Background: an optimization exercise with open tools, aiming at small area and a short achievable clock period. Do not read the settings as production practice.
Only simulation tests tie the RTL to the original design; equivalence was not proved.
Power is estimated from default activity; no workload was simulated.

$ cat flow/run.sh
#!/bin/bash
# Standard layout, with plain buffers (instead of delay cells) on the ports, and the
# timing repair aimed at a setup slack of 5.6 ns.
set -e
export BUFFER_PORTS_ARGS="-buffer_cell sky130_fd_sc_hd__buf_2"
bash standard.sh finish SETUP_SLACK_MARGIN=5.6 > standard.log 2>&1
$ cat standard.sh
#!/bin/bash
# synth_recipe.tcl (not shown) runs the flow's synth.tcl, then flattens the netlist and writes it again
# the make line also repeats each setting of config.mk as NAME=value (left out here)
make -C /OpenROAD-flow-scripts/flow DESIGN_CONFIG=/design/flow/config.mk WORK_HOME=/design/flow/orfs CLKGATE_MAP_FILE= SYNTH_SCRIPT=/design/flow/synth_recipe.tcl "${@:-finish}"
$ cat config.mk
export PLATFORM = sky130hd
export DESIGN_NAME = sigmoid9slices
export DESIGN_NICKNAME = sigmoid9slices
export VERILOG_FILES = /design/flow/design.v
export SDC_FILE = /design/flow/constraint.sdc
export NUM_CORES = 4
export LEC_CHECK = 0
export CAP_MARGIN = 20
export CORE_MARGIN = 2
export CORE_UTILIZATION = 70
export SETUP_SLACK_MARGIN = 5
export SLEW_MARGIN = 20
$ cat constraint.sdc
create_clock -name core_clock -period 8.0 [get_ports {clk}]
set_input_delay 1.6000 -clock core_clock [delete_from_list [all_inputs] [get_ports {clk}]]
set_output_delay 1.6000 -clock core_clock [all_outputs]
set_load 0.01 [all_outputs]
$ cat design.v
`timescale 1ns / 1ps
module sigmoid9slices (
    input wire clk,
    input wire rst_n,
    input wire signed [15:0] x0_in,
    input wire signed [15:0] x1_in,
    input wire valid_in,
    output reg signed [15:0] y0_out,
    output reg signed [15:0] y1_out,
    output reg valid_out
);
    reg v1, v2;
    always @(posedge clk or negedge rst_n)
        if (!rst_n) begin v1 <= 1'b0; v2 <= 1'b0; valid_out <= 1'b0; end
        else begin v1 <= valid_in; v2 <= v1; valid_out <= v2; end
    function [5:0] dec(input [15:0] x);
        reg [14:0] u;
        reg g1, g2, g3, g4, g5;
        begin
            g1 = x[15] ? (x[14:0] <= 15'd31402) : (x[14:0] >= 15'd1365);
            g2 = x[15] ? (x[14:0] <= 15'd28671) : (x[14:0] >= 15'd4096);
            g3 = x[15] ? (x[14:0] <= 15'd25940) : (x[14:0] >= 15'd6827);
            g4 = x[15] ? (x[14:0] <= 15'd23210) : (x[14:0] >= 15'd9557);
            g5 = x[15] ? (x[14:0] <= 15'd20479) : (x[14:0] >= 15'd12288);
            dec = {g5, ~g1, g1 & ~g2, g2 & ~g3, g3 & ~g4, g4 & ~g5};
        end
    endfunction
    reg [12:0] a0, a1;   
    reg [5:0] c0, c1;
    always @(posedge clk) begin
        a0 <= {x0_in[15], x0_in[11:0]}; a1 <= {x1_in[15], x1_in[11:0]};
        c0 <= dec(x0_in); c1 <= dec(x1_in);
    end
    wire [10:0] xr0 = a0[10:0];
    wire [10:0] xn0 = ~a0[10:0];
    wire sat0 = c0[5];
    wire r0_0_0 = (c0[0] & xr0[0]) | (c0[1] & xn0[0]);
    wire r0_0_1 = c0[1];
    wire r0_1_0 = ((c0[0] | c0[2] | c0[3]) & xr0[0]) | (c0[1] & xn0[1]) | (c0[4] & xn0[0]);
    wire r0_1_1 = (c0[0] & xr0[1]) | c0[4];
    wire r0_2_0 = ((c0[0] | c0[2] | c0[3]) & xr0[1]) | (c0[1] & xn0[2]) | (c0[4] & xn0[1]);
    wire r0_2_1 = (c0[0] & xr0[2]);
    wire r0_3_0 = ((c0[0] | c0[2] | c0[3]) & xr0[2]) | (c0[1] & xn0[3]) | (c0[4] & xn0[2]);
    wire r0_3_1 = ((c0[0] | c0[1]) & xr0[0]);
    wire r0_3_2 = (c0[0] & xr0[3]);
    wire r0_4_0 = ((c0[0] | c0[2] | c0[3]) & xr0[3]) | (c0[1] & xn0[4]) | (c0[4] & xn0[0]);
    wire r0_4_1 = ((c0[0] | c0[1]) & xr0[1]) | (c0[3] & xr0[0]) | c0[4];
    wire r0_4_2 = (c0[0] & xr0[4]) | (c0[4] & xn0[3]);
    wire r0_5_0 = ((c0[0] | c0[2] | c0[3]) & xr0[4]) | (c0[1] & xr0[0]) | (c0[4] & xn0[1]);
    wire r0_5_1 = ((c0[0] | c0[1]) & xr0[2]) | (c0[3] & xr0[1]) | (c0[4] & xn0[4]);
    wire r0_5_2 = (c0[0] & xr0[5]) | (c0[1] & xn0[5]);
    wire r0_6_0 = ((c0[0] | c0[2] | c0[3]) & xr0[5]) | (c0[1] & xr0[1]) | (c0[4] & xn0[2]);
    wire r0_6_1 = ((c0[0] | c0[1]) & xr0[3]) | (c0[3] & xr0[0]) | (c0[4] & xn0[5]);
    wire r0_6_2 = (c0[0] & xr0[6]) | (c0[1] & xn0[6]) | (c0[3] & xr0[2]);
    wire r0_7_0 = ((c0[0] | c0[2] | c0[3]) & xr0[6]) | (c0[1] & xr0[2]) | (c0[4] & xn0[3]);
    wire r0_7_1 = ((c0[0] | c0[1]) & xr0[4]) | (c0[2] & xr0[0]) | (c0[3] & xr0[1]) | (c0[4] & xn0[6]);
    wire r0_7_2 = (c0[0] & xr0[7]) | (c0[1] & xn0[7]) | (c0[3] & xr0[3]);
    wire r0_8_0 = ((c0[0] | c0[2] | c0[3]) & xr0[7]) | (c0[1] & xr0[3]) | (c0[4] & xn0[4]);
    wire r0_8_1 = ((c0[0] | c0[1]) & xr0[5]) | (c0[2] & xr0[1]) | (c0[3] & xr0[0]) | (c0[4] & xn0[7]);
    wire r0_8_2 = (c0[0] & xr0[8]) | (c0[1] & xn0[8]) | (c0[3] & xr0[2]);
    wire r0_8_3 = (c0[3] & xr0[4]);
    wire r0_9_0 = ((c0[0] | c0[2] | c0[3]) & xr0[8]) | (c0[1] & xr0[4]) | (c0[4] & xr0[0]);
    wire r0_9_1 = ((c0[0] | c0[1]) & xr0[6]) | (c0[2] & xr0[2]) | (c0[3] & xr0[1]) | (c0[4] & xn0[5]);
    wire r0_9_2 = (c0[0] & xr0[9]) | (c0[1] & xn0[9]) | (c0[3] & xr0[3]) | (c0[4] & xn0[8]);
    wire r0_9_3 = (c0[3] & xr0[5]);
    wire r0_10_0 = ((c0[0] | c0[2] | c0[3]) & xr0[9]) | (c0[1] & xr0[5]) | (c0[4] & xr0[1]);
    wire r0_10_1 = ((c0[0] | c0[1]) & xr0[7]) | (c0[2] & xr0[3]) | (c0[3] & xr0[2]) | (c0[4] & xn0[6]);
    wire r0_10_2 = (c0[0] & xr0[10]) | (c0[1] & xn0[10]) | (c0[3] & xr0[4]) | (c0[4] & xn0[9]);
    wire r0_10_3 = (c0[3] & xr0[6]);
    wire r0_11_0 = ((c0[0] | c0[1]) & xr0[8]) | (c0[2] & xr0[4]) | (c0[3] & xr0[3]) | (c0[4] & xr0[2]) | (sat0 & (a0[12] | ~a0[12]));
    wire r0_11_1 = ((c0[0] | c0[2]) & xr0[10]) | (c0[1] & xr0[6]) | (c0[3] & xr0[5]) | (c0[4] & xn0[7]);
    wire r0_11_2 = ((c0[0] | c0[1]) & ((a0[12] & a0[11]) | (~a0[12] & a0[11]))) | c0[2] | (c0[3] & xr0[7]) | (c0[4] & xn0[10]);
    wire r0_11_3 = (c0[3] & ((a0[12] & ~a0[11] & a0[10]) | (~a0[12] & ~a0[11] & a0[10]) | (~a0[12] & a0[11] & a0[10])));
    wire r0_12_0 = ((c0[0] | c0[1]) & xr0[9]) | (c0[2] & xr0[5]) | (c0[3] & xr0[4]) | (c0[4] & xr0[3]) | (sat0 & (~a0[12]));
    wire r0_12_1 = (c0[0] & ((a0[12] & ~a0[11]) | (~a0[12] & a0[11]))) | (c0[1] & xr0[7]) | (c0[2] & ((a0[12] & a0[11]) | (~a0[12] & ~a0[11]))) | (c0[3] & xr0[6]) | (c0[4] & xn0[8]);
    wire r0_12_2 = (c0[1] & ((a0[12] & a0[11]) | (a0[12] & ~a0[11]))) | (c0[3] & xr0[8]) | (c0[4] & ((~a0[12] & ~a0[11])));
    wire r0_12_3 = (c0[3] & ((a0[12] & a0[11] & ~a0[10]) | (~a0[12] & a0[11] & ~a0[10]) | (~a0[12] & a0[11] & a0[10])));
    wire r0_13_0 = ((c0[0] | c0[1]) & xr0[10]) | (c0[2] & xr0[6]) | (c0[3] & xr0[5]) | (c0[4] & xr0[4]) | (sat0 & (a0[12]));
    wire r0_13_1 = (c0[0] & ((a0[12] & a0[11]))) | (c0[1] & xr0[8]) | (c0[2] & ((~a0[12] & a0[11]))) | (c0[3] & xr0[7]) | (c0[4] & xn0[9]);
    wire r0_13_2 = (c0[1] & ((~a0[12] & a0[11]) | (~a0[12] & ~a0[11]))) | (c0[3] & xr0[9]) | (c0[4] & ((~a0[12] & ~a0[11])));
    wire r0_13_3 = (c0[3] & ((a0[12] & ~a0[11] & ~a0[10]) | (a0[12] & ~a0[11] & a0[10]) | (a0[12] & a0[11] & ~a0[10])));
    wire r0_14_0 = (c0[0] & ((a0[12] & a0[11]) | (~a0[12] & ~a0[11]))) | (c0[1] & xr0[9]) | (c0[2] & xr0[7]) | (c0[3] & xr0[6]) | (c0[4] & xr0[5]) | (sat0 & (~a0[12]));
    wire r0_14_1 = (c0[1] & ((a0[12] & ~a0[11]) | (~a0[12] & a0[11]))) | (c0[2] & ((~a0[12] & ~a0[11]) | (~a0[12] & a0[11]))) | (c0[3] & xr0[8]) | (c0[4] & xn0[10]);
    wire r0_14_2 = (c0[3] & xr0[10]) | (c0[4] & ((~a0[12] & ~a0[11])));
    wire r0_14_3 = (c0[3] & ((~a0[12] & ~a0[11] & a0[10]) | (~a0[12] & a0[11] & ~a0[10]) | (~a0[12] & a0[11] & a0[10])));
    wire r0_15_0 = (c0[0] & ((~a0[12] & a0[11]))) | (c0[1] & xr0[10]) | (c0[2] & xr0[8]) | (c0[3] & xr0[7]) | (c0[4] & xr0[6]) | (sat0 & (~a0[12]));
    wire r0_15_1 = (c0[1] & ((~a0[12] & ~a0[11]))) | (c0[2] & ((a0[12] & ~a0[11]) | (a0[12] & a0[11]))) | (c0[3] & xr0[9]);
    wire r0_15_2 = (c0[3] & ((a0[12] & ~a0[11] & ~a0[10]) | (a0[12] & ~a0[11] & a0[10]) | (~a0[12] & a0[11] & ~a0[10]) | (~a0[12] & a0[11] & a0[10])));
    wire r0_16_0 = (c0[0] & ((~a0[12] & ~a0[11]) | (~a0[12] & a0[11]))) | (c0[1] & ((a0[12] & ~a0[11]) | (~a0[12] & a0[11]))) | (c0[2] & xr0[9]) | (c0[3] & xr0[8]) | (c0[4] & xr0[7]) | (sat0 & (~a0[12]));
    wire r0_16_1 = (c0[2] & ((a0[12] & ~a0[11]) | (a0[12] & a0[11]))) | (c0[3] & xr0[10]) | (c0[4] & ((~a0[12] & ~a0[11])));
    wire r0_16_2 = (c0[3] & ((a0[12] & ~a0[11] & ~a0[10]) | (a0[12] & ~a0[11] & a0[10]) | (~a0[12] & ~a0[11] & a0[10]) | (~a0[12] & a0[11] & ~a0[10]) | (~a0[12] & a0[11] & a0[10])));
    wire r0_17_0 = (c0[0] & ((~a0[12] & ~a0[11]) | (~a0[12] & a0[11]))) | ((c0[1] | c0[4]) & ((~a0[12] & ~a0[11]))) | (c0[2] & xr0[10]) | (c0[3] & xr0[9]) | (sat0 & (~a0[12]));
    wire r0_17_1 = (c0[2] & ((a0[12] & ~a0[11]) | (a0[12] & a0[11]))) | (c0[3] & ((a0[12] & ~a0[11] & ~a0[10]) | (a0[12] & ~a0[11] & a0[10]) | (a0[12] & a0[11] & ~a0[10]) | (~a0[12] & ~a0[11] & a0[10]))) | (c0[4] & xr0[8]);
    wire r0_18_0 = (c0[0] & ((~a0[12] & ~a0[11]) | (~a0[12] & a0[11]))) | (c0[1] & ((~a0[12] & a0[11]) | (~a0[12] & ~a0[11]))) | (c0[2] & ((a0[12] & ~a0[11]) | (~a0[12] & a0[11]))) | (c0[3] & xr0[10]) | (c0[4] & xr0[9]) | (sat0 & (~a0[12]));
    wire r0_18_1 = (c0[3] & ((a0[12] & ~a0[11] & ~a0[10]) | (a0[12] & ~a0[11] & a0[10]) | (~a0[12] & a0[11] & ~a0[10]) | (~a0[12] & a0[11] & a0[10]))) | (c0[4] & ((~a0[12] & ~a0[11])));
    wire r0_19_0 = (c0[0] & ((~a0[12] & ~a0[11]) | (~a0[12] & a0[11]))) | (c0[1] & ((~a0[12] & a0[11]) | (~a0[12] & ~a0[11]))) | (c0[2] & ((a0[12] & ~a0[11]) | (~a0[12] & ~a0[11]) | (~a0[12] & a0[11]))) | (c0[3] & ((~a0[12] & a0[11] & ~a0[10]) | (~a0[12] & a0[11] & a0[10]))) | (c0[4] & xr0[10]) | (sat0 & (~a0[12]));
    wire r0_19_1 = (c0[4] & ((~a0[12] & ~a0[11])));
    wire r0_20_0 = (c0[0] & ((~a0[12] & ~a0[11]) | (~a0[12] & a0[11]))) | (c0[1] & ((~a0[12] & a0[11]) | (~a0[12] & ~a0[11]))) | (c0[2] & ((a0[12] & ~a0[11]) | (~a0[12] & ~a0[11]) | (~a0[12] & a0[11]))) | (c0[3] & ((a0[12] & a0[11] & ~a0[10]))) | c0[4] | (sat0 & (~a0[12]));
    wire r0_21_0 = (c0[0] & ((~a0[12] & ~a0[11]) | (~a0[12] & a0[11]))) | (c0[1] & ((~a0[12] & a0[11]) | (~a0[12] & ~a0[11]))) | (c0[2] & ((a0[12] & ~a0[11]) | (~a0[12] & ~a0[11]) | (~a0[12] & a0[11]))) | (c0[3] & ((~a0[12] & ~a0[11] & a0[10]) | (~a0[12] & a0[11] & ~a0[10]) | (~a0[12] & a0[11] & a0[10]))) | (sat0 & (~a0[12]));
    wire h0_1s = r0_8_0 ^ r0_8_1;
    wire h0_1c = r0_8_0 & r0_8_1;
    wire f0_2s = r0_9_0 ^ r0_9_1 ^ r0_9_2;
    wire f0_2c = (r0_9_0 & r0_9_1) | (r0_9_0 & r0_9_2) | (r0_9_1 & r0_9_2);
    wire f0_3s = r0_10_0 ^ r0_10_1 ^ r0_10_2;
    wire f0_3c = (r0_10_0 & r0_10_1) | (r0_10_0 & r0_10_2) | (r0_10_1 & r0_10_2);
    wire f0_4s = r0_11_0 ^ r0_11_1 ^ r0_11_2;
    wire f0_4c = (r0_11_0 & r0_11_1) | (r0_11_0 & r0_11_2) | (r0_11_1 & r0_11_2);
    wire f0_5s = r0_12_0 ^ r0_12_1 ^ r0_12_2;
    wire f0_5c = (r0_12_0 & r0_12_1) | (r0_12_0 & r0_12_2) | (r0_12_1 & r0_12_2);
    wire f0_6s = r0_13_0 ^ r0_13_1 ^ r0_13_2;
    wire f0_6c = (r0_13_0 & r0_13_1) | (r0_13_0 & r0_13_2) | (r0_13_1 & r0_13_2);
    wire f0_7s = r0_14_0 ^ r0_14_1 ^ r0_14_2;
    wire f0_7c = (r0_14_0 & r0_14_1) | (r0_14_0 & r0_14_2) | (r0_14_1 & r0_14_2);
    wire h0_8s = r0_15_0 ^ r0_15_1;
    wire h0_8c = r0_15_0 & r0_15_1;
    wire h0_9s = r0_16_0 ^ r0_16_1;
    wire h0_9c = r0_16_0 & r0_16_1;
    wire h0_10s = r0_3_0 ^ r0_3_1;
    wire h0_10c = r0_3_0 & r0_3_1;
    wire f0_11s = r0_4_0 ^ r0_4_1 ^ r0_4_2;
    wire f0_11c = (r0_4_0 & r0_4_1) | (r0_4_0 & r0_4_2) | (r0_4_1 & r0_4_2);
    wire f0_12s = r0_5_0 ^ r0_5_1 ^ r0_5_2;
    wire f0_12c = (r0_5_0 & r0_5_1) | (r0_5_0 & r0_5_2) | (r0_5_1 & r0_5_2);
    wire f0_13s = r0_6_0 ^ r0_6_1 ^ r0_6_2;
    wire f0_13c = (r0_6_0 & r0_6_1) | (r0_6_0 & r0_6_2) | (r0_6_1 & r0_6_2);
    wire f0_14s = r0_7_0 ^ r0_7_1 ^ r0_7_2;
    wire f0_14c = (r0_7_0 & r0_7_1) | (r0_7_0 & r0_7_2) | (r0_7_1 & r0_7_2);
    wire f0_15s = r0_8_2 ^ r0_8_3 ^ h0_1s;
    wire f0_15c = (r0_8_2 & r0_8_3) | (r0_8_2 & h0_1s) | (r0_8_3 & h0_1s);
    wire f0_16s = r0_9_3 ^ h0_1c ^ f0_2s;
    wire f0_16c = (r0_9_3 & h0_1c) | (r0_9_3 & f0_2s) | (h0_1c & f0_2s);
    wire f0_17s = r0_10_3 ^ f0_2c ^ f0_3s;
    wire f0_17c = (r0_10_3 & f0_2c) | (r0_10_3 & f0_3s) | (f0_2c & f0_3s);
    wire f0_18s = r0_11_3 ^ f0_3c ^ f0_4s;
    wire f0_18c = (r0_11_3 & f0_3c) | (r0_11_3 & f0_4s) | (f0_3c & f0_4s);
    wire f0_19s = r0_12_3 ^ f0_4c ^ f0_5s;
    wire f0_19c = (r0_12_3 & f0_4c) | (r0_12_3 & f0_5s) | (f0_4c & f0_5s);
    wire f0_20s = r0_13_3 ^ f0_5c ^ f0_6s;
    wire f0_20c = (r0_13_3 & f0_5c) | (r0_13_3 & f0_6s) | (f0_5c & f0_6s);
    wire f0_21s = r0_14_3 ^ f0_6c ^ f0_7s;
    wire f0_21c = (r0_14_3 & f0_6c) | (r0_14_3 & f0_7s) | (f0_6c & f0_7s);
    wire f0_22s = r0_15_2 ^ f0_7c ^ h0_8s;
    wire f0_22c = (r0_15_2 & f0_7c) | (r0_15_2 & h0_8s) | (f0_7c & h0_8s);
    wire f0_23s = r0_16_2 ^ h0_8c ^ h0_9s;
    wire f0_23c = (r0_16_2 & h0_8c) | (r0_16_2 & h0_9s) | (h0_8c & h0_9s);
    wire f0_24s = r0_17_0 ^ r0_17_1 ^ h0_9c;
    wire f0_24c = (r0_17_0 & r0_17_1) | (r0_17_0 & h0_9c) | (r0_17_1 & h0_9c);
    wire h0_25s = r0_18_0 ^ r0_18_1;
    wire h0_25c = r0_18_0 & r0_18_1;
    wire h0_26s = r0_19_0 ^ r0_19_1;
    wire h0_26c = r0_19_0 & r0_19_1;
    wire lg0_27 = (r0_1_0 & r0_1_1) | ((r0_1_0 | r0_1_1) & (r0_0_0 & r0_0_1));
    wire lp0_27 = (r0_1_0 | r0_1_1) & (r0_0_0 | r0_0_1);
    wire lg0_28 = (r0_3_2 & h0_10s) | ((r0_3_2 | h0_10s) & (r0_2_0 & r0_2_1));
    wire lp0_28 = (r0_3_2 | h0_10s) & (r0_2_0 | r0_2_1);
    wire lg0_29 = (f0_11c & f0_12s) | ((f0_11c | f0_12s) & (h0_10c & f0_11s));
    wire lp0_29 = (f0_11c | f0_12s) & (h0_10c | f0_11s);
    wire lg0_30 = lg0_28 | (lp0_28 & lg0_27);
    wire lp0_30 = lp0_28 & lp0_27;
    wire lg0_31 = lg0_29 | (lp0_29 & lg0_30);
    wire lp0_31 = lp0_29 & lp0_30;
    wire lg0_32 = (f0_13c & f0_14s) | ((f0_13c | f0_14s) & (f0_12c & f0_13s));
    wire lp0_32 = (f0_13c | f0_14s) & (f0_12c | f0_13s);
    wire lg0_33 = (f0_15c & f0_16s) | ((f0_15c | f0_16s) & (f0_14c & f0_15s));
    wire lp0_33 = (f0_15c | f0_16s) & (f0_14c | f0_15s);
    wire lg0_34 = lg0_33 | (lp0_33 & lg0_32);
    wire lp0_34 = lp0_33 & lp0_32;
    wire lg0_35 = (f0_16c & f0_17s) | ((f0_16c | f0_17s) & lg0_34);
    wire lp0_35 = (f0_16c | f0_17s) & lp0_34;
    reg [10:0] sa0, sb0;
    reg lgl0, lgh0, lph0;   
    wire lc0 = lgh0 | (lph0 & lgl0);
    always @(posedge clk) begin
        sa0 <= {r0_21_0, r0_20_0, h0_25c, f0_24c, f0_23c, f0_22c, f0_21c, f0_20c, f0_19c, f0_18c, f0_17c};
        sb0 <= {1'b0, h0_26c, h0_26s, h0_25s, f0_24s, f0_23s, f0_22s, f0_21s, f0_20s, f0_19s, f0_18s};
        lgl0 <= lg0_31; lgh0 <= lg0_35; lph0 <= lp0_35;
    end
    wire [10:0] ys0;
    wire ys0_p0 = (sa0[0] ^ sb0[0]);
    wire ys0_p1 = (sa0[1] ^ sb0[1]);
    wire ys0_p2 = (sa0[2] ^ sb0[2]);
    wire ys0_p3 = (sa0[3] ^ sb0[3]);
    wire ys0_p4 = (sa0[4] ^ sb0[4]);
    wire ys0_p5 = (sa0[5] ^ sb0[5]);
    wire ys0_p6 = (sa0[6] ^ sb0[6]);
    wire ys0_p7 = (sa0[7] ^ sb0[7]);
    wire ys0_p8 = (sa0[8] ^ sb0[8]);
    wire ys0_p9 = (sa0[9] ^ sb0[9]);
    wire ys0_p10 = (sa0[10] ^ sb0[10]);
    wire ys0_g0 = (sa0[0] & sb0[0]) | (ys0_p0 & lc0);
    wire ys0_g1 = (sa0[1] & sb0[1]);
    wire ys0_g2 = (sa0[2] & sb0[2]);
    wire ys0_g3 = (sa0[3] & sb0[3]);
    wire ys0_g4 = (sa0[4] & sb0[4]);
    wire ys0_g5 = (sa0[5] & sb0[5]);
    wire ys0_g6 = (sa0[6] & sb0[6]);
    wire ys0_g7 = (sa0[7] & sb0[7]);
    wire ys0_g8 = (sa0[8] & sb0[8]);
    wire ys0_g9 = (sa0[9] & sb0[9]);
    wire ys0_g10 = (sa0[10] & sb0[10]);
    wire ys0_G36 = ys0_g1 | (ys0_p1 & ys0_g0);
    wire ys0_P36 = ys0_p1 & ys0_p0;
    wire ys0_G37 = ys0_g3 | (ys0_p3 & ys0_g2);
    wire ys0_P37 = ys0_p3 & ys0_p2;
    wire ys0_G38 = ys0_g5 | (ys0_p5 & ys0_g4);
    wire ys0_P38 = ys0_p5 & ys0_p4;
    wire ys0_G39 = ys0_g7 | (ys0_p7 & ys0_g6);
    wire ys0_P39 = ys0_p7 & ys0_p6;
    wire ys0_G40 = ys0_g9 | (ys0_p9 & ys0_g8);
    wire ys0_P40 = ys0_p9 & ys0_p8;
    wire ys0_G41 = ys0_G37 | (ys0_P37 & ys0_G36);
    wire ys0_P41 = ys0_P37 & ys0_P36;
    wire ys0_G42 = ys0_G39 | (ys0_P39 & ys0_G38);
    wire ys0_P42 = ys0_P39 & ys0_P38;
    wire ys0_G43 = ys0_G42 | (ys0_P42 & ys0_G41);
    wire ys0_P43 = ys0_P42 & ys0_P41;
    wire ys0_G44 = ys0_G38 | (ys0_P38 & ys0_G41);
    wire ys0_P44 = ys0_P38 & ys0_P41;
    wire ys0_G45 = ys0_G40 | (ys0_P40 & ys0_G43);
    wire ys0_P45 = ys0_P40 & ys0_P43;
    wire ys0_G46 = ys0_g2 | (ys0_p2 & ys0_G36);
    wire ys0_P46 = ys0_p2 & ys0_P36;
    wire ys0_G47 = ys0_g4 | (ys0_p4 & ys0_G41);
    wire ys0_P47 = ys0_p4 & ys0_P41;
    wire ys0_G48 = ys0_g6 | (ys0_p6 & ys0_G44);
    wire ys0_P48 = ys0_p6 & ys0_P44;
    wire ys0_G49 = ys0_g8 | (ys0_p8 & ys0_G43);
    wire ys0_P49 = ys0_p8 & ys0_P43;
    wire ys0_G50 = ys0_g10 | (ys0_p10 & ys0_G45);
    wire ys0_P50 = ys0_p10 & ys0_P45;
    assign ys0[0] = ys0_p0 ^ lc0;
    assign ys0[1] = ys0_p1 ^ ys0_g0;
    assign ys0[2] = ys0_p2 ^ ys0_G36;
    assign ys0[3] = ys0_p3 ^ ys0_G46;
    assign ys0[4] = ys0_p4 ^ ys0_G41;
    assign ys0[5] = ys0_p5 ^ ys0_G47;
    assign ys0[6] = ys0_p6 ^ ys0_G44;
    assign ys0[7] = ys0_p7 ^ ys0_G48;
    assign ys0[8] = ys0_p8 ^ ys0_G43;
    assign ys0[9] = ys0_p9 ^ ys0_G49;
    assign ys0[10] = ys0_p10 ^ ys0_G45;
    always @(posedge clk) y0_out <= {5'b0, ys0};
    wire [10:0] xr1 = a1[10:0];
    wire [10:0] xn1 = ~a1[10:0];
    wire sat1 = c1[5];
    wire r1_0_0 = (c1[0] & xr1[0]) | (c1[1] & xn1[0]);
    wire r1_0_1 = c1[1];
    wire r1_1_0 = ((c1[0] | c1[2] | c1[3]) & xr1[0]) | (c1[1] & xn1[1]) | (c1[4] & xn1[0]);
    wire r1_1_1 = (c1[0] & xr1[1]) | c1[4];
    wire r1_2_0 = ((c1[0] | c1[2] | c1[3]) & xr1[1]) | (c1[1] & xn1[2]) | (c1[4] & xn1[1]);
    wire r1_2_1 = (c1[0] & xr1[2]);
    wire r1_3_0 = ((c1[0] | c1[2] | c1[3]) & xr1[2]) | (c1[1] & xn1[3]) | (c1[4] & xn1[2]);
    wire r1_3_1 = ((c1[0] | c1[1]) & xr1[0]);
    wire r1_3_2 = (c1[0] & xr1[3]);
    wire r1_4_0 = ((c1[0] | c1[2] | c1[3]) & xr1[3]) | (c1[1] & xn1[4]) | (c1[4] & xn1[0]);
    wire r1_4_1 = ((c1[0] | c1[1]) & xr1[1]) | (c1[3] & xr1[0]) | c1[4];
    wire r1_4_2 = (c1[0] & xr1[4]) | (c1[4] & xn1[3]);
    wire r1_5_0 = ((c1[0] | c1[2] | c1[3]) & xr1[4]) | (c1[1] & xr1[0]) | (c1[4] & xn1[1]);
    wire r1_5_1 = ((c1[0] | c1[1]) & xr1[2]) | (c1[3] & xr1[1]) | (c1[4] & xn1[4]);
    wire r1_5_2 = (c1[0] & xr1[5]) | (c1[1] & xn1[5]);
    wire r1_6_0 = ((c1[0] | c1[2] | c1[3]) & xr1[5]) | (c1[1] & xr1[1]) | (c1[4] & xn1[2]);
    wire r1_6_1 = ((c1[0] | c1[1]) & xr1[3]) | (c1[3] & xr1[0]) | (c1[4] & xn1[5]);
    wire r1_6_2 = (c1[0] & xr1[6]) | (c1[1] & xn1[6]) | (c1[3] & xr1[2]);
    wire r1_7_0 = ((c1[0] | c1[2] | c1[3]) & xr1[6]) | (c1[1] & xr1[2]) | (c1[4] & xn1[3]);
    wire r1_7_1 = ((c1[0] | c1[1]) & xr1[4]) | (c1[2] & xr1[0]) | (c1[3] & xr1[1]) | (c1[4] & xn1[6]);
    wire r1_7_2 = (c1[0] & xr1[7]) | (c1[1] & xn1[7]) | (c1[3] & xr1[3]);
    wire r1_8_0 = ((c1[0] | c1[2] | c1[3]) & xr1[7]) | (c1[1] & xr1[3]) | (c1[4] & xn1[4]);
    wire r1_8_1 = ((c1[0] | c1[1]) & xr1[5]) | (c1[2] & xr1[1]) | (c1[3] & xr1[0]) | (c1[4] & xn1[7]);
    wire r1_8_2 = (c1[0] & xr1[8]) | (c1[1] & xn1[8]) | (c1[3] & xr1[2]);
    wire r1_8_3 = (c1[3] & xr1[4]);
    wire r1_9_0 = ((c1[0] | c1[2] | c1[3]) & xr1[8]) | (c1[1] & xr1[4]) | (c1[4] & xr1[0]);
    wire r1_9_1 = ((c1[0] | c1[1]) & xr1[6]) | (c1[2] & xr1[2]) | (c1[3] & xr1[1]) | (c1[4] & xn1[5]);
    wire r1_9_2 = (c1[0] & xr1[9]) | (c1[1] & xn1[9]) | (c1[3] & xr1[3]) | (c1[4] & xn1[8]);
    wire r1_9_3 = (c1[3] & xr1[5]);
    wire r1_10_0 = ((c1[0] | c1[2] | c1[3]) & xr1[9]) | (c1[1] & xr1[5]) | (c1[4] & xr1[1]);
    wire r1_10_1 = ((c1[0] | c1[1]) & xr1[7]) | (c1[2] & xr1[3]) | (c1[3] & xr1[2]) | (c1[4] & xn1[6]);
    wire r1_10_2 = (c1[0] & xr1[10]) | (c1[1] & xn1[10]) | (c1[3] & xr1[4]) | (c1[4] & xn1[9]);
    wire r1_10_3 = (c1[3] & xr1[6]);
    wire r1_11_0 = ((c1[0] | c1[1]) & xr1[8]) | (c1[2] & xr1[4]) | (c1[3] & xr1[3]) | (c1[4] & xr1[2]) | (sat1 & (a1[12] | ~a1[12]));
    wire r1_11_1 = ((c1[0] | c1[2]) & xr1[10]) | (c1[1] & xr1[6]) | (c1[3] & xr1[5]) | (c1[4] & xn1[7]);
    wire r1_11_2 = ((c1[0] | c1[1]) & ((a1[12] & a1[11]) | (~a1[12] & a1[11]))) | c1[2] | (c1[3] & xr1[7]) | (c1[4] & xn1[10]);
    wire r1_11_3 = (c1[3] & ((a1[12] & ~a1[11] & a1[10]) | (~a1[12] & ~a1[11] & a1[10]) | (~a1[12] & a1[11] & a1[10])));
    wire r1_12_0 = ((c1[0] | c1[1]) & xr1[9]) | (c1[2] & xr1[5]) | (c1[3] & xr1[4]) | (c1[4] & xr1[3]) | (sat1 & (~a1[12]));
    wire r1_12_1 = (c1[0] & ((a1[12] & ~a1[11]) | (~a1[12] & a1[11]))) | (c1[1] & xr1[7]) | (c1[2] & ((a1[12] & a1[11]) | (~a1[12] & ~a1[11]))) | (c1[3] & xr1[6]) | (c1[4] & xn1[8]);
    wire r1_12_2 = (c1[1] & ((a1[12] & a1[11]) | (a1[12] & ~a1[11]))) | (c1[3] & xr1[8]) | (c1[4] & ((~a1[12] & ~a1[11])));
    wire r1_12_3 = (c1[3] & ((a1[12] & a1[11] & ~a1[10]) | (~a1[12] & a1[11] & ~a1[10]) | (~a1[12] & a1[11] & a1[10])));
    wire r1_13_0 = ((c1[0] | c1[1]) & xr1[10]) | (c1[2] & xr1[6]) | (c1[3] & xr1[5]) | (c1[4] & xr1[4]) | (sat1 & (a1[12]));
    wire r1_13_1 = (c1[0] & ((a1[12] & a1[11]))) | (c1[1] & xr1[8]) | (c1[2] & ((~a1[12] & a1[11]))) | (c1[3] & xr1[7]) | (c1[4] & xn1[9]);
    wire r1_13_2 = (c1[1] & ((~a1[12] & a1[11]) | (~a1[12] & ~a1[11]))) | (c1[3] & xr1[9]) | (c1[4] & ((~a1[12] & ~a1[11])));
    wire r1_13_3 = (c1[3] & ((a1[12] & ~a1[11] & ~a1[10]) | (a1[12] & ~a1[11] & a1[10]) | (a1[12] & a1[11] & ~a1[10])));
    wire r1_14_0 = (c1[0] & ((a1[12] & a1[11]) | (~a1[12] & ~a1[11]))) | (c1[1] & xr1[9]) | (c1[2] & xr1[7]) | (c1[3] & xr1[6]) | (c1[4] & xr1[5]) | (sat1 & (~a1[12]));
    wire r1_14_1 = (c1[1] & ((a1[12] & ~a1[11]) | (~a1[12] & a1[11]))) | (c1[2] & ((~a1[12] & ~a1[11]) | (~a1[12] & a1[11]))) | (c1[3] & xr1[8]) | (c1[4] & xn1[10]);
    wire r1_14_2 = (c1[3] & xr1[10]) | (c1[4] & ((~a1[12] & ~a1[11])));
    wire r1_14_3 = (c1[3] & ((~a1[12] & ~a1[11] & a1[10]) | (~a1[12] & a1[11] & ~a1[10]) | (~a1[12] & a1[11] & a1[10])));
    wire r1_15_0 = (c1[0] & ((~a1[12] & a1[11]))) | (c1[1] & xr1[10]) | (c1[2] & xr1[8]) | (c1[3] & xr1[7]) | (c1[4] & xr1[6]) | (sat1 & (~a1[12]));
    wire r1_15_1 = (c1[1] & ((~a1[12] & ~a1[11]))) | (c1[2] & ((a1[12] & ~a1[11]) | (a1[12] & a1[11]))) | (c1[3] & xr1[9]);
    wire r1_15_2 = (c1[3] & ((a1[12] & ~a1[11] & ~a1[10]) | (a1[12] & ~a1[11] & a1[10]) | (~a1[12] & a1[11] & ~a1[10]) | (~a1[12] & a1[11] & a1[10])));
    wire r1_16_0 = (c1[0] & ((~a1[12] & ~a1[11]) | (~a1[12] & a1[11]))) | (c1[1] & ((a1[12] & ~a1[11]) | (~a1[12] & a1[11]))) | (c1[2] & xr1[9]) | (c1[3] & xr1[8]) | (c1[4] & xr1[7]) | (sat1 & (~a1[12]));
    wire r1_16_1 = (c1[2] & ((a1[12] & ~a1[11]) | (a1[12] & a1[11]))) | (c1[3] & xr1[10]) | (c1[4] & ((~a1[12] & ~a1[11])));
    wire r1_16_2 = (c1[3] & ((a1[12] & ~a1[11] & ~a1[10]) | (a1[12] & ~a1[11] & a1[10]) | (~a1[12] & ~a1[11] & a1[10]) | (~a1[12] & a1[11] & ~a1[10]) | (~a1[12] & a1[11] & a1[10])));
    wire r1_17_0 = (c1[0] & ((~a1[12] & ~a1[11]) | (~a1[12] & a1[11]))) | ((c1[1] | c1[4]) & ((~a1[12] & ~a1[11]))) | (c1[2] & xr1[10]) | (c1[3] & xr1[9]) | (sat1 & (~a1[12]));
    wire r1_17_1 = (c1[2] & ((a1[12] & ~a1[11]) | (a1[12] & a1[11]))) | (c1[3] & ((a1[12] & ~a1[11] & ~a1[10]) | (a1[12] & ~a1[11] & a1[10]) | (a1[12] & a1[11] & ~a1[10]) | (~a1[12] & ~a1[11] & a1[10]))) | (c1[4] & xr1[8]);
    wire r1_18_0 = (c1[0] & ((~a1[12] & ~a1[11]) | (~a1[12] & a1[11]))) | (c1[1] & ((~a1[12] & a1[11]) | (~a1[12] & ~a1[11]))) | (c1[2] & ((a1[12] & ~a1[11]) | (~a1[12] & a1[11]))) | (c1[3] & xr1[10]) | (c1[4] & xr1[9]) | (sat1 & (~a1[12]));
    wire r1_18_1 = (c1[3] & ((a1[12] & ~a1[11] & ~a1[10]) | (a1[12] & ~a1[11] & a1[10]) | (~a1[12] & a1[11] & ~a1[10]) | (~a1[12] & a1[11] & a1[10]))) | (c1[4] & ((~a1[12] & ~a1[11])));
    wire r1_19_0 = (c1[0] & ((~a1[12] & ~a1[11]) | (~a1[12] & a1[11]))) | (c1[1] & ((~a1[12] & a1[11]) | (~a1[12] & ~a1[11]))) | (c1[2] & ((a1[12] & ~a1[11]) | (~a1[12] & ~a1[11]) | (~a1[12] & a1[11]))) | (c1[3] & ((~a1[12] & a1[11] & ~a1[10]) | (~a1[12] & a1[11] & a1[10]))) | (c1[4] & xr1[10]) | (sat1 & (~a1[12]));
    wire r1_19_1 = (c1[4] & ((~a1[12] & ~a1[11])));
    wire r1_20_0 = (c1[0] & ((~a1[12] & ~a1[11]) | (~a1[12] & a1[11]))) | (c1[1] & ((~a1[12] & a1[11]) | (~a1[12] & ~a1[11]))) | (c1[2] & ((a1[12] & ~a1[11]) | (~a1[12] & ~a1[11]) | (~a1[12] & a1[11]))) | (c1[3] & ((a1[12] & a1[11] & ~a1[10]))) | c1[4] | (sat1 & (~a1[12]));
    wire r1_21_0 = (c1[0] & ((~a1[12] & ~a1[11]) | (~a1[12] & a1[11]))) | (c1[1] & ((~a1[12] & a1[11]) | (~a1[12] & ~a1[11]))) | (c1[2] & ((a1[12] & ~a1[11]) | (~a1[12] & ~a1[11]) | (~a1[12] & a1[11]))) | (c1[3] & ((~a1[12] & ~a1[11] & a1[10]) | (~a1[12] & a1[11] & ~a1[10]) | (~a1[12] & a1[11] & a1[10]))) | (sat1 & (~a1[12]));
    wire h1_51s = r1_8_0 ^ r1_8_1;
    wire h1_51c = r1_8_0 & r1_8_1;
    wire f1_52s = r1_9_0 ^ r1_9_1 ^ r1_9_2;
    wire f1_52c = (r1_9_0 & r1_9_1) | (r1_9_0 & r1_9_2) | (r1_9_1 & r1_9_2);
    wire f1_53s = r1_10_0 ^ r1_10_1 ^ r1_10_2;
    wire f1_53c = (r1_10_0 & r1_10_1) | (r1_10_0 & r1_10_2) | (r1_10_1 & r1_10_2);
    wire f1_54s = r1_11_0 ^ r1_11_1 ^ r1_11_2;
    wire f1_54c = (r1_11_0 & r1_11_1) | (r1_11_0 & r1_11_2) | (r1_11_1 & r1_11_2);
    wire f1_55s = r1_12_0 ^ r1_12_1 ^ r1_12_2;
    wire f1_55c = (r1_12_0 & r1_12_1) | (r1_12_0 & r1_12_2) | (r1_12_1 & r1_12_2);
    wire f1_56s = r1_13_0 ^ r1_13_1 ^ r1_13_2;
    wire f1_56c = (r1_13_0 & r1_13_1) | (r1_13_0 & r1_13_2) | (r1_13_1 & r1_13_2);
    wire f1_57s = r1_14_0 ^ r1_14_1 ^ r1_14_2;
    wire f1_57c = (r1_14_0 & r1_14_1) | (r1_14_0 & r1_14_2) | (r1_14_1 & r1_14_2);
    wire h1_58s = r1_15_0 ^ r1_15_1;
    wire h1_58c = r1_15_0 & r1_15_1;
    wire h1_59s = r1_16_0 ^ r1_16_1;
    wire h1_59c = r1_16_0 & r1_16_1;
    wire h1_60s = r1_3_0 ^ r1_3_1;
    wire h1_60c = r1_3_0 & r1_3_1;
    wire f1_61s = r1_4_0 ^ r1_4_1 ^ r1_4_2;
    wire f1_61c = (r1_4_0 & r1_4_1) | (r1_4_0 & r1_4_2) | (r1_4_1 & r1_4_2);
    wire f1_62s = r1_5_0 ^ r1_5_1 ^ r1_5_2;
    wire f1_62c = (r1_5_0 & r1_5_1) | (r1_5_0 & r1_5_2) | (r1_5_1 & r1_5_2);
    wire f1_63s = r1_6_0 ^ r1_6_1 ^ r1_6_2;
    wire f1_63c = (r1_6_0 & r1_6_1) | (r1_6_0 & r1_6_2) | (r1_6_1 & r1_6_2);
    wire f1_64s = r1_7_0 ^ r1_7_1 ^ r1_7_2;
    wire f1_64c = (r1_7_0 & r1_7_1) | (r1_7_0 & r1_7_2) | (r1_7_1 & r1_7_2);
    wire f1_65s = r1_8_2 ^ r1_8_3 ^ h1_51s;
    wire f1_65c = (r1_8_2 & r1_8_3) | (r1_8_2 & h1_51s) | (r1_8_3 & h1_51s);
    wire f1_66s = r1_9_3 ^ h1_51c ^ f1_52s;
    wire f1_66c = (r1_9_3 & h1_51c) | (r1_9_3 & f1_52s) | (h1_51c & f1_52s);
    wire f1_67s = r1_10_3 ^ f1_52c ^ f1_53s;
    wire f1_67c = (r1_10_3 & f1_52c) | (r1_10_3 & f1_53s) | (f1_52c & f1_53s);
    wire f1_68s = r1_11_3 ^ f1_53c ^ f1_54s;
    wire f1_68c = (r1_11_3 & f1_53c) | (r1_11_3 & f1_54s) | (f1_53c & f1_54s);
    wire f1_69s = r1_12_3 ^ f1_54c ^ f1_55s;
    wire f1_69c = (r1_12_3 & f1_54c) | (r1_12_3 & f1_55s) | (f1_54c & f1_55s);
    wire f1_70s = r1_13_3 ^ f1_55c ^ f1_56s;
    wire f1_70c = (r1_13_3 & f1_55c) | (r1_13_3 & f1_56s) | (f1_55c & f1_56s);
    wire f1_71s = r1_14_3 ^ f1_56c ^ f1_57s;
    wire f1_71c = (r1_14_3 & f1_56c) | (r1_14_3 & f1_57s) | (f1_56c & f1_57s);
    wire f1_72s = r1_15_2 ^ f1_57c ^ h1_58s;
    wire f1_72c = (r1_15_2 & f1_57c) | (r1_15_2 & h1_58s) | (f1_57c & h1_58s);
    wire f1_73s = r1_16_2 ^ h1_58c ^ h1_59s;
    wire f1_73c = (r1_16_2 & h1_58c) | (r1_16_2 & h1_59s) | (h1_58c & h1_59s);
    wire f1_74s = r1_17_0 ^ r1_17_1 ^ h1_59c;
    wire f1_74c = (r1_17_0 & r1_17_1) | (r1_17_0 & h1_59c) | (r1_17_1 & h1_59c);
    wire h1_75s = r1_18_0 ^ r1_18_1;
    wire h1_75c = r1_18_0 & r1_18_1;
    wire h1_76s = r1_19_0 ^ r1_19_1;
    wire h1_76c = r1_19_0 & r1_19_1;
    wire lg1_77 = (r1_1_0 & r1_1_1) | ((r1_1_0 | r1_1_1) & (r1_0_0 & r1_0_1));
    wire lp1_77 = (r1_1_0 | r1_1_1) & (r1_0_0 | r1_0_1);
    wire lg1_78 = (r1_3_2 & h1_60s) | ((r1_3_2 | h1_60s) & (r1_2_0 & r1_2_1));
    wire lp1_78 = (r1_3_2 | h1_60s) & (r1_2_0 | r1_2_1);
    wire lg1_79 = (f1_61c & f1_62s) | ((f1_61c | f1_62s) & (h1_60c & f1_61s));
    wire lp1_79 = (f1_61c | f1_62s) & (h1_60c | f1_61s);
    wire lg1_80 = lg1_78 | (lp1_78 & lg1_77);
    wire lp1_80 = lp1_78 & lp1_77;
    wire lg1_81 = lg1_79 | (lp1_79 & lg1_80);
    wire lp1_81 = lp1_79 & lp1_80;
    wire lg1_82 = (f1_63c & f1_64s) | ((f1_63c | f1_64s) & (f1_62c & f1_63s));
    wire lp1_82 = (f1_63c | f1_64s) & (f1_62c | f1_63s);
    wire lg1_83 = (f1_65c & f1_66s) | ((f1_65c | f1_66s) & (f1_64c & f1_65s));
    wire lp1_83 = (f1_65c | f1_66s) & (f1_64c | f1_65s);
    wire lg1_84 = lg1_83 | (lp1_83 & lg1_82);
    wire lp1_84 = lp1_83 & lp1_82;
    wire lg1_85 = (f1_66c & f1_67s) | ((f1_66c | f1_67s) & lg1_84);
    wire lp1_85 = (f1_66c | f1_67s) & lp1_84;
    reg [10:0] sa1, sb1;
    reg lgl1, lgh1, lph1;   
    wire lc1 = lgh1 | (lph1 & lgl1);
    always @(posedge clk) begin
        sa1 <= {r1_21_0, r1_20_0, h1_75c, f1_74c, f1_73c, f1_72c, f1_71c, f1_70c, f1_69c, f1_68c, f1_67c};
        sb1 <= {1'b0, h1_76c, h1_76s, h1_75s, f1_74s, f1_73s, f1_72s, f1_71s, f1_70s, f1_69s, f1_68s};
        lgl1 <= lg1_81; lgh1 <= lg1_85; lph1 <= lp1_85;
    end
    wire [10:0] ys1;
    wire ys1_p0 = (sa1[0] ^ sb1[0]);
    wire ys1_p1 = (sa1[1] ^ sb1[1]);
    wire ys1_p2 = (sa1[2] ^ sb1[2]);
    wire ys1_p3 = (sa1[3] ^ sb1[3]);
    wire ys1_p4 = (sa1[4] ^ sb1[4]);
    wire ys1_p5 = (sa1[5] ^ sb1[5]);
    wire ys1_p6 = (sa1[6] ^ sb1[6]);
    wire ys1_p7 = (sa1[7] ^ sb1[7]);
    wire ys1_p8 = (sa1[8] ^ sb1[8]);
    wire ys1_p9 = (sa1[9] ^ sb1[9]);
    wire ys1_p10 = (sa1[10] ^ sb1[10]);
    wire ys1_g0 = (sa1[0] & sb1[0]) | (ys1_p0 & lc1);
    wire ys1_g1 = (sa1[1] & sb1[1]);
    wire ys1_g2 = (sa1[2] & sb1[2]);
    wire ys1_g3 = (sa1[3] & sb1[3]);
    wire ys1_g4 = (sa1[4] & sb1[4]);
    wire ys1_g5 = (sa1[5] & sb1[5]);
    wire ys1_g6 = (sa1[6] & sb1[6]);
    wire ys1_g7 = (sa1[7] & sb1[7]);
    wire ys1_g8 = (sa1[8] & sb1[8]);
    wire ys1_g9 = (sa1[9] & sb1[9]);
    wire ys1_g10 = (sa1[10] & sb1[10]);
    wire ys1_G86 = ys1_g1 | (ys1_p1 & ys1_g0);
    wire ys1_P86 = ys1_p1 & ys1_p0;
    wire ys1_G87 = ys1_g3 | (ys1_p3 & ys1_g2);
    wire ys1_P87 = ys1_p3 & ys1_p2;
    wire ys1_G88 = ys1_g5 | (ys1_p5 & ys1_g4);
    wire ys1_P88 = ys1_p5 & ys1_p4;
    wire ys1_G89 = ys1_g7 | (ys1_p7 & ys1_g6);
    wire ys1_P89 = ys1_p7 & ys1_p6;
    wire ys1_G90 = ys1_g9 | (ys1_p9 & ys1_g8);
    wire ys1_P90 = ys1_p9 & ys1_p8;
    wire ys1_G91 = ys1_G87 | (ys1_P87 & ys1_G86);
    wire ys1_P91 = ys1_P87 & ys1_P86;
    wire ys1_G92 = ys1_G89 | (ys1_P89 & ys1_G88);
    wire ys1_P92 = ys1_P89 & ys1_P88;
    wire ys1_G93 = ys1_G92 | (ys1_P92 & ys1_G91);
    wire ys1_P93 = ys1_P92 & ys1_P91;
    wire ys1_G94 = ys1_G88 | (ys1_P88 & ys1_G91);
    wire ys1_P94 = ys1_P88 & ys1_P91;
    wire ys1_G95 = ys1_G90 | (ys1_P90 & ys1_G93);
    wire ys1_P95 = ys1_P90 & ys1_P93;
    wire ys1_G96 = ys1_g2 | (ys1_p2 & ys1_G86);
    wire ys1_P96 = ys1_p2 & ys1_P86;
    wire ys1_G97 = ys1_g4 | (ys1_p4 & ys1_G91);
    wire ys1_P97 = ys1_p4 & ys1_P91;
    wire ys1_G98 = ys1_g6 | (ys1_p6 & ys1_G94);
    wire ys1_P98 = ys1_p6 & ys1_P94;
    wire ys1_G99 = ys1_g8 | (ys1_p8 & ys1_G93);
    wire ys1_P99 = ys1_p8 & ys1_P93;
    wire ys1_G100 = ys1_g10 | (ys1_p10 & ys1_G95);
    wire ys1_P100 = ys1_p10 & ys1_P95;
    assign ys1[0] = ys1_p0 ^ lc1;
    assign ys1[1] = ys1_p1 ^ ys1_g0;
    assign ys1[2] = ys1_p2 ^ ys1_G86;
    assign ys1[3] = ys1_p3 ^ ys1_G96;
    assign ys1[4] = ys1_p4 ^ ys1_G91;
    assign ys1[5] = ys1_p5 ^ ys1_G97;
    assign ys1[6] = ys1_p6 ^ ys1_G94;
    assign ys1[7] = ys1_p7 ^ ys1_G98;
    assign ys1[8] = ys1_p8 ^ ys1_G93;
    assign ys1[9] = ys1_p9 ^ ys1_G99;
    assign ys1[10] = ys1_p10 ^ ys1_G95;
    always @(posedge clk) y1_out <= {5'b0, ys1};
endmodule
==> results.py, run 1 <==
metrics = {
    "run_status": {
        "status": "complete, no violations",
    },
    "layout": {
        "nets": 947,
        "antenna_cells": 0,
        "drive_above_1_share_pct": 25.3,
        "final_area_sq_mm": 0.00814,
        "areaGrowthSynthToFinish_pct": 17.5,
    },
    "cts": {
        "root_buffer": "clkbuf_8",
        "cts_buffer_depth": 2,
        "cts_inserted_buffers": 9,
        "cts.sinks": 111,
        "cts_tree": "done",
        "htree_levels": 3,
        "clock_latency_ps": 400,
        "cts.reportedPaths.clkPinSlew_ps": 100,
    },
    "setup_path": {
        "path_class": "reg -> reg",
        "slowest_delay_ps": 510,
        "reg2reg_from": "c1[0]",
        "crit_fanout": 4,
        "crit_required_ps": 8340,
        "end_kind": "flip-flop",
        "crit_path_start": "c1[0]",
        "crit_path_start_kind": "flip-flop",
        "arrival_ps": 3180,
        "cp_cell_sequence": "or3_4 -> a222oi_1 -> inv_1 -> fa_1 -> inv_1 -> fa_1 -> a221o_1 -> nand2b_4 -> a22oi_2",
        "crit_slowest_cell": "fa_1",
    },
    "die": {
        "die_h_um": 103,
        "io_pins": 68,
        "core_sq_mm": 0.00968,
        "die_area_sq_mm": 0.0107,
        "start_util_pct": 71.5,
        "die_w_um": 103,
        "rows": 36,
    },
    "yosys": {
        "synth-seq-cells": 111,
        "yosysUniqueCellTypes": 64,
        "ys_top_cells_by_area": "dfxtp_1 (31%), fa_1 (15%), ha_1 (6.9%)",
        "synth-main-ff-cell": "dfxtp_1",
        "muxShareOfSynthArea_pct": 0.578,
        "synthSimpleGateAreaFrac_pct": 15.0,
        "synth_cells": 759,
        "yosysTopAreaCellShare_pct": 31.2,
        "async_flop_share_pct": 2.70,
        "syn_area_per_cell_sq_um": 9.13,
        "syn_area_sq_mm": 0.00693,
        "synth_top_family_by_area": "adder cells",
        "synthAdderAreaFrac_pct": 22.1,
        "yosysWarnings": 1,
        "synth.yosys.seq_area_share_pct": 32.3,
        "synth_edf_count": 0,
        "synthXorXnorAreaFrac_pct": 1.14,
        "synth_top_area_cell": "dfxtp_1",
        "synth_compound_area_share_pct": 21.0,
    },
    "place": {
        "io_buffers": 57,
        "placed_cell_area_sq_mm": 0.00718,
        "pre_cts_slack_ps": 4570,
        "routabilityCongestion": 0.999,
        "dp.final_hpwl_um": 12300,
    },
    "min_path": {
        "hp-start": "v1",
        "hp-class": "reg -> reg",
    },
    "drt": {
        "wl_per_cell_um": 20.6,
        "ant_nets": 0,
        "drtIter0Drc": 996,
        "remaining_drc_errors": 0,
        "firstDrtPassIters": 9,
        "via_count": 6345,
        "viasPerCell": 6.61,
        "drt-total-wl_um": 19700,
    },
    "timing": {
        "setup-violations-final": 0,
        "worst_pin_slew_ps": 502,
        "maxSlewHeadroom_pct": 66.5,
        "rsz0062_at_grt": "true",
        "drv_slew": 0,
        "min_period_ps": 2840,
        "worst_slack_ps": 5160,
        "min_period_over_period_pct": 35.5,
        "max_freq_mhz": 352,
        "holdWs_ps": 395,
        "skew_ps": 19.2,
        "finalHoldViolCount": 0,
        "final.setup.tns_ps": 0,
    },
    "pwr": {
        "ir_drop_uv": 162,
        "p_per_area_mw_per_mm2": 210,
        "power_leakage_nw": 3.61,
    },
    "global_route": {
        "grt-ovfl-total": 0,
        "grt_pass1_wl_um": 28700,
        "grt_use_total_pct": 34.8,
        "grt_pass1_vias": 5832,
        "grt_max_degree": 26,
        "antenna_found_initial": 0,
    },
    "job": {
        "cap_violations": 0,
    },
}
==> cells in the mapped netlist, drive strengths merged (8+ instances only) <==
cell type	count
a222oi	8
or2	8
inv	77
nor3	13
a22oi	22
o21ai	34
o21a	13
nand2b	16
ha	38
o2111ai	10
nand2	81
clkbuf	42
nor2	27
nand3	22
fa	52
a21oi	31
buf	14
a221o	11
a221oi	12
dfxtp	108
==> metal layers <==
| layer | vias up | GRT usage [%] | wire, um |
|---|---|---|---|
| met5 | - | 0 | 0 |
| met4 | 0 | 14.7 | 886 |
| met3 | 104 | 8.74 | 1850 |
| met2 | 485 | 54.7 | 9340 |
| met1 | 2945 | 46.2 | 7660 |
| li1 | 2811 | - | - |
==> path summary, 6_finish.rpt <==
path | slack, ps | depth (start not counted) | end
worst max-delay path | 5160 | 9 | lgh1
worst min-delay path | 400 | 0 | v2
worst max register to register | 5160 | 9 | lgh1
worst min register to register | 400 | 0 | v2
max in group asynchronous | 6910 | 1 | v2
min in group asynchronous | 970 | 1 | valid_out
==> cell type report <==
class | instances | area (sq um)
multi-input cells | 523 | 4410
flip-flops and latches | 111 | 2310
fillers | 557 | 1550
repair buffers | 99 | 753
inverters | 78 | 309
well taps | 133 | 166
clock buffers | 12 | 135
clock inverters | 4 | 55.1
==> repair_timing <==
action,4_1_cts,5_1_grt
hold buffers,0,0
cloned,0,0
pin swaps,20,16
endpoints found under the hold margin,0,0
endpoints found under the setup margin,67,64
setup buffers,29,13
resized for setup,57,68
==> power by group <==
group	leakage, nW	switching (mW)	internal [mW]	total [mW]
logic	2.57	0.327	0.295	0.622
clock network	0.0912	0.194	0.147	0.341
registers	0.945	0.0805	0.667	0.747
==> cells by family (layout without fill, tap and decap cells) <==
group                    count (synthesis)  count (layout)
adder cells (fa/ha/maj)                 91              91
AND/OR/NAND/NOR                        210             210
AO/OA/AOI/OAI                          199             199
buffers and inverters                  134             193
XOR/XNOR                                 9               9
flip-flops                             111             111
multiplexers                             4               4
other                                    1              10
==> flip-flops by register name, indices dropped and copies added (netlist names), 6 cells and up <==
signal  count
sa1        11
a0         13
a1         13
c1          6
y1_out     11
sb1        10
sa0        11
c0          6
y0_out     11
sb0        10
==> cell usage in the layout (no fill, tap or decap), types with 8 or more instances in the layout <==
| master | netlist | layout |
|---|---|---|
| nand2_1 | 81 | 79 |
| dfxtp_1 | 108 | 75 |
| inv_1 | 77 | 71 |
| fa_1 | 52 | 43 |
| buf_2 | 1 | 38 |
| ha_1 | 38 | 35 |
| buf_4 | 10 | 34 |
| a21oi_1 | 31 | 29 |
| nor2_1 | 27 | 26 |
| buf_6 | 1 | 26 |
| o21ai_0 | 26 | 25 |
| nand3_1 | 22 | 22 |
| dfxtp_2 | 0 | 22 |
| a22oi_1 | 22 | 20 |
| nand2b_1 | 16 | 14 |
| o21a_1 | 13 | 12 |
| nor3_1 | 13 | 12 |
| a221o_1 | 11 | 11 |
| dfxtp_4 | 0 | 11 |
| conb_1 | 1 | 10 |
| o2111ai_1 | 10 | 9 |
| fa_2 | 0 | 9 |
| clkbuf_8 | 0 | 9 |
| a222oi_1 | 8 | 8 |
==> stage by stage <==
step	power (mW)	instances	utilization (%)
floorplan	1.04	768	-
global placement	1.16	902	74.2
detailed placement	1.20	902	74.2
CTS	1.56	947	80.2
global route	1.80	960	84.0
finish	1.71	960	84.0
==> worst max-delay path, delay by kind of cell, from the launching register on <==
family / cells / cell delay (ps)
AO/OA/AOI/OAI: 3 / 770
adder cells (fa/ha/maj): 2 / 960
flip-flops: 1 / 360
buffers and inverters: 2 / 150
AND/OR/NAND/NOR: 2 / 550
==> run 2: changes to the inputs <==
--- a/config.mk
+++ b/config.mk
@@ -5,6 +5,7 @@
 export SDC_FILE = /design/flow/constraint.sdc
 export NUM_CORES = 4
 export LEC_CHECK = 0
+export ABC_AREA = 1
 export CAP_MARGIN = 20
 export CORE_MARGIN = 2
 export CORE_UTILIZATION = 70
==> run 2 against run 1 <==
Net effect:
- combinational power up 18%
- count of clock-buffer cells in the layout is 1 lower
- fmax grew 15%
- sequential cell count unchanged
- register-to-register slack better by 390 ps
- critical path type is now reg -> out
- sequential power up 2%
- synthesized area is 6.6% higher
- clock skew fell by 6.7 ps
- routed wire length rose by 1.7%
- cell count up 23%
==> results.py, run 2 <==
metrics = {
    "run_status": {
        "status": "complete, no violations",
    },
    "cts": {
        "cts_buffer_depth": 2,
        "clock_latency_ps": 380,
        "cts.reportedPaths.clkPinSlew_ps": 100,
        "cts.sinks": 111,
        "cts_inserted_buffers": 9,
        "root_buffer": "clkbuf_8",
        "htree_levels": 3,
        "hold_buffers": 0,
        "cts_tree": "done",
    },
    "yosys": {
        "synth_commonest_cells": "nand2_1 (220), inv_1 (157), dfxtp_1 (108)",
        "synth_edf_count": 0,
        "synth_top_area_cell": "dfxtp_1",
        "synth.most_common_cell": "nand2_1",
        "syn_area_sq_mm": 0.00739,
        "async_flop_share_pct": 2.70,
        "yosysTopAreaCellShare_pct": 29.3,
        "ys_top_cells_by_area": "dfxtp_1 (29%), fa_1 (14%), nand2_1 (11%)",
        "yosysUniqueCellTypes": 49,
        "synth.yosys.seq_area_share_pct": 30.3,
        "synth_cells": 962,
        "syn_area_per_cell_sq_um": 7.68,
        "synth-main-ff-cell": "dfxtp_1",
        "synth-seq-cells": 111,
        "yosysWarnings": 1,
    },
    "global_route": {
        "grt_max_degree": 19,
        "grt_use_total_pct": 35.5,
        "grt_pass1_vias": 6774,
        "grt_pass1_wl_um": 32100,
        "grt-ovfl-total": 0,
        "antenna_found_initial": 0,
    },
    "layout": {
        "drive_above_1_share_pct": 18.6,
        "final_common_cell": "nand2_1",
        "antenna_cells": 0,
        "areaGrowthSynthToFinish_pct": 14.1,
        "nets": 1166,
        "final_area_sq_mm": 0.00843,
        "final_cell_mix": "nand2_1 (218), inv_1 (145), dfxtp_1 (79)",
        "top_regs": "a0 (13), a1 (13)",
    },
    "setup_path": {
        "end_kind": "primary output",
        "worst-path-buf-inv": 1,
        "crit_path_start_kind": "flip-flop",
        "path_class": "reg -> out",
        "crit_required_ps": 6400,
        "arrival_ps": 880,
        "crit_slowest_cell": "dfrtp_1",
        "crit_fanout": 1,
        "cp_cell_sequence": "buf_2",
        "slowest_delay_ps": 370,
        "critPathTopFamily": "flip-flops",
    },
    "timing": {
        "setup-violations-final": 0,
        "rsz0062_at_grt": "true",
        "final.setup.tns_ps": 0,
        "finalHoldViolCount": 0,
        "maxSlewHeadroom_pct": 57.5,
        "worst_pin_slew_ps": 636,
        "min_period_ps": 2480,
        "drv_slew": 0,
        "skew_ps": 12.5,
        "max_freq_mhz": 404,
        "min_period_over_period_pct": 31.0,
    },
    "drt": {
        "met3WireLength_um": 1950,
        "via_count": 7092,
        "wl_met1_um": 8060,
        "highest_layer": "met4",
        "remaining_drc_errors": 0,
        "drtIter0Drc": 890,
        "routed-wl-met2_um": 9280,
        "drt-total-wl_um": 20100,
        "viasPerCell": 6.00,
        "wl_per_cell_um": 17.0,
        "ant_nets": 0,
        "firstDrtPassIters": 7,
    },
    "pwr": {
        "p_per_area_mw_per_mm2": 215,
        "clock_power_share_pct": 17.5,
        "seqPwrFrac_pct": 42.2,
        "ir_drop_uv": 220,
        "internal-power_mw": 1.12,
        "power_leakage_nw": 4.32,
        "comb_power_share_pct": 40.3,
        "swShare_pct": 38.0,
        "switching_power_mw": 0.690,
    },
    "job": {
        "cap_violations": 0,
    },
    "place": {
        "routabilityCongestion": 1.03,
        "io_buffers": 57,
        "placed_cell_area_sq_mm": 0.00768,
        "dp.final_hpwl_um": 14700,
    },
    "die": {
        "die_area_sq_mm": 0.0114,
        "start_util_pct": 71.9,
        "io_pins": 68,
        "die_w_um": 107,
        "core_sq_mm": 0.0103,
        "die_h_um": 107,
        "rows": 37,
    },
    "min_path": {
        "hp-class": "reg -> reg",
    },
}
-- run 2: cells by family (layout without fill, tap and decap cells) --
group	Yosys count	in the layout	share of synthesized area, %
AO/OA/AOI/OAI	177	177	15.5
XOR/XNOR	8	8	0.949
adder cells (fa/ha/maj)	90	90	20.5
buffers and inverters	194	269	11.0
flip-flops	111	111	30.3
other	1	10	0.0508
AND/OR/NAND/NOR	381	381	21.8
-- run 2: repair_timing --
action / 4_1_cts / 5_1_grt
pin swaps: 6 / 17
endpoints found under the setup margin: 54 / 41
buffers inserted: 22 / 13
resized for setup: 40 / 56
-- run 2: power by group through the flow --
stage | clock network, mW | logic [mW] | registers (mW)
finish | 0.317 | 0.732 | 0.765
global route | 0.344 | 0.819 | 0.775
CTS | 0.321 | 0.688 | 0.759
detailed placement | 0 | 0.650 | 0.774
global placement | 0 | 0.591 | 0.763
floorplan | 0 | 0.430 | 0.773
-- run 2: layer usage --
layer | vias to the layer above | global-route usage (%)
met5 | - | 0
li1 | 3269 | -
met4 | 0 | 15.0
met1 | 3211 | 46.8
met2 | 515 | 58.3
met3 | 97 | 5.59
-- run 2: worst paths after layout --
path / startpoint / to / slack (ps) / depth (start not counted)
max: valid_out / valid_out / 5520 / 1
min: v1 / v2 / 380 / 0
max reg2reg: a0[5] / lgh0 / 5550 / 11
min reg2reg: v1 / v2 / 380 / 0
max in group asynchronous: rst_n / valid_out / 6900 / 1
min in group asynchronous: rst_n / v1 / 990 / 1
-- run 2: layout make-up --
type / count / area [sq um]
multi-input combinational: 666 / 4540
clock inverter: 5 / 40.0
fill: 641 / 1850
sequential: 111 / 2310
inverter: 161 / 633
clock buffer: 11 / 141
tap: 136 / 170
timing repair buffer: 92 / 592
-- run 2: stage by stage --
stage / power (mW) / cells / hold WS (ps) / utilization, % / setup WS [ps]
final: 1.81 / 1182 / 381 / 82.0 / 5520
after global routing: 1.94 / 1182 / 373 / 82.0 / 5480
after CTS: 1.77 / 1169 / 373 / 79.4 / 5500
after global placement: 1.35 / 1131 / 344 / 74.8 / 5130
after floorplan: 1.20 / 971 / 331 / - / 5610
after detailed placement: 1.42 / 1131 / 348 / 74.8 / 5050

-- port drivers added, routing unchanged --
No port has a modelled driver above. Below, the same layouts with a new extraction and two added sets of constraints.
Step 1 (the two cells are an assumption about what drives the block):
set clk [get_ports {clk}]
set_driving_cell -lib_cell sky130_fd_sc_hd__clkbuf_16 $clk
set_driving_cell -lib_cell sky130_fd_sc_hd__buf_2 [delete_from_list [all_inputs] $clk]
Step 2 also shifts input and output timing later by t, the mid clock arrival at the registers, as if the neighbouring blocks saw the same clock.
a / b / c = ideal ports / drivers / drivers and shift; a / b = the first two.
| run | t (ns) | setup slack, ns | hold WS [ns] |
|---|---|---|---|
| run 1 | 0.429 | 5.162 / 5.162 / 5.008 | 0.395 / 0.395 / 0.395 |
| run 2 | 0.410 | 5.523 / 5.490 / 5.325 | 0.381 / 0.381 / 0.381 |
After both steps setup and hold are still met in every run listed. For run 2, which loses most, drivers alone change the setup slack by -0.033 ns; drivers and shift together by -0.198 ns.
